This is an optimization exercise on Yosys and OpenROAD, whose aim is small area, a short achievable clock period and few clock cycles per item, not a production implementation.
Only simulation tests tie the RTL to the original design; equivalence was not proved.
Power and IR drop assume default switching activity.

==> v21: inputs <==
Design bmlp_top, start of the top module:
module bmlp_top(
  input  wire       clk,
  input  wire       rst,
  input  wire       start,
  output reg  [6:0] dmem_addr,
  input  wire [8:0] dmem_data,
  output reg        done,
  output reg        bin_class
);
clock: 8.0 ns
lec_check: 0
cap_margin: 20
core_margin: 2
core_utilization: 40
slew_margin: 20
synth_memory_max_bits: 8192
run.sh (not shown) runs the stock make flow with config.mk's settings and CLKGATE_MAP_FILE= SYNTH_SCRIPT=/design/flow/synth_recipe.tcl, a recipe that flattens the netlist after the stock synthesis.
==> v4 (differences from v21) <==
ABC_AREA = 1   (was not set)
CORE_UTILIZATION = 60   (was 40)
SETUP_SLACK_MARGIN = 5   (was not set)
==> v35 (differences from v21) <==
ABC_AREA = 1   (was not set)
CORE_UTILIZATION = 60   (was 40)
CTS_CLUSTER_DIAMETER = 140   (was not set)
CTS_CLUSTER_SIZE = 22   (was not set)
SETUP_SLACK_MARGIN = 5   (was not set)
==> summary of the runs <==
Synthesized area is the same in v35 and v4.
In synthesized cell count, v35 and v4 do not differ.
Against v4, the non-clock buffer count of v21 is lower by 6.
In v35 the core utilization is higher than in v21, by 20 points.
Combinational power: v35 is smaller than v21 (7.1%).
Global-route usage, highest first: v4, v35, v21.
Sequential share of layout area: v4 is lower than v35 (1.3 points).
==> figures <==
Area fraction of the dominant cell type after synthesis: v4 31.5%; v35 31.5%; v21 30.1%
Most numerous cell in the Yosys netlist: v4 sky130_fd_sc_hd__nand2_1; v35 sky130_fd_sc_hd__nand2_1; v21 sky130_fd_sc_hd__dfxtp_1
Clock buf/inv share: v4 6.04%; v35 2.72%; v21 6.08%
Netlist Area Pre-Place: v4 0.0382 mm^2; v35 0.0382 mm^2; v21 0.0400 mm^2
Area share of fa/ha/maj cells after synthesis: v4 18.1%; v35 18.1%; v21 17.3%
Area of all sequential standard cells: v4 0.0152 mm^2; v35 0.0152 mm^2; v21 0.0152 mm^2
Total power: v4 12600 uW; v35 11200 uW; v21 13100 uW
Amount of wire on met3 after detailed routing: v4 8230 um; v35 7910 um; v21 7490 um
Met3 track demand over resource in global routing: v4 6.37%; v35 5.19%; v21 3.59%
Worst Reg2Reg Path Length in Cells: v4 7; v35 7; v21 12
Combinational group power: v4 3930 uW; v35 3900 uW; v21 4200 uW
Tap Cells: v4 846; v35 846; v21 1298
Cts bufs inserted: v4 77; v35 38; v21 80
Status: v4 finished clean; v35 finished clean; v21 finished clean
Synthesized netlist net count: v4 4842; v35 4842; v21 4666
Testbench counts of v21, summed over its fixed seeds: cycles 23,688, items 128.
Testbench counts of v4, summed over its fixed seeds: cycles 23,688, items 128.
Testbench counts of v35, summed over its fixed seeds: cycles 23,688, items 128.


==> onyx <==
bmlp_top again, from the RTL that the note above started with.
// bmlp_top
module bmlp_top(
  input  wire       clk,
  input  wire       rst,
  input  wire       start,
  output reg  [6:0] dmem_addr,
  input  wire [8:0] dmem_data,
  output reg        done,
  output reg        bin_class
);
export LEC_CHECK = 0
export ABC_AREA = 1
export CAP_MARGIN = 10
export CORE_MARGIN = 2
export CORE_UTILIZATION = 60
export SETUP_SLACK_MARGIN = 5
export SLEW_MARGIN = 10
export SYNTH_MEMORY_MAX_BITS = 8192
create_clock -name core_clock -period 8.0 [get_ports {clk}]
==> xenon: changes against onyx <==
Settings changed: ABC_AREA 1 to unset, ABC_CLOCK_PERIOD_IN_PS set to 3000, CAP_MARGIN 10 to 20, CORE_UTILIZATION 60 to 40, SLEW_MARGIN 10 to 20.
==> results.cfg <==
[finish]
layout_commonest_cell = dfxtp_1
clkCellAreaFrac = 0.0617
num-multi-input-gates = 2938

[status]
run_status = finished clean

[synth]
synthMuxAreaShare = 0.0143
yosysSeqAreaShare = 0.378

[power]
swShare = 0.313
seqPwrFrac = 0.388

[global_routing]
track_usage = 0.216
met2_usage = 0.335

[critical_path]
crit_start = k[0]$_SDFF_PN0_
reg2reg_depth = 6

[sta]
whs_ps = 329

[placement]
place_congestion = 1.00
[end of results for xenon]
==> results.cfg <==
[status]
run_status = finished clean

[finish]
clkCellAreaFrac = 0.0604
layout_commonest_cell = nand2_1
num-multi-input-gates = 3054

[power]
max-vdd-ir-drop_mv = 0.276
clkPwrFrac = 0.282
swShare = 0.320
seqPwrFrac = 0.408

[synth]
synthMuxAreaShare = 0.000524

[global_routing]
busiest_layer = met2
track_usage = 0.327
met2_usage = 0.522

[sta]
whs_ps = 327
finalSetupViolCount = 0
slew_viol_final = 0

[critical_path]
cp-endpoint = w0[22]$_SDFF_PP0_
reg2reg_depth = 7

[placement]
place_congestion = 1.13
[end of results for onyx]
Testbench counts of onyx, summed over its fixed seeds: cycles 23,688, items 128.
Testbench counts of xenon, summed over its fixed seeds: cycles 23,688, items 128.

==> re-timing with driven ports <==
Ports are ideal in the flow. The routed layouts listed here were re-timed in OpenROAD. Step 1, drivers: a clkbuf_16 drives clk and a buf_2 each remaining input, both assumed. Step 2 moves the port delays by t, midway between the first and last clock arrival at a register: inputs arrive t later, outputs are due t later. That takes back most of the time a late clock gives input paths. a / b / c = no drivers / after step 1 / after step 2; a / b = the first two.
run	shift t [ns]	setup slack, ns	worst hold slack (ns)
v21	0.707	4.273 / 4.273 / 4.273	0.331 / 0.331 / 0.331
v4	0.706	4.964 / 4.964 / 4.928	0.327 / 0.327 / 0.327
v35	0.665	4.979 / 4.979 / 4.959	0.341 / 0.341 / 0.341
onyx	0.706	4.944 / 4.944 / 4.935	0.327 / 0.327 / 0.327
xenon	0.712	4.831 / 4.831 / 4.614	0.329 / 0.329 / 0.329
After both steps every run listed still meets setup and hold. The setup slack of xenon, which loses most, moves by 0.000 ns with the drivers and by -0.217 ns with both steps.
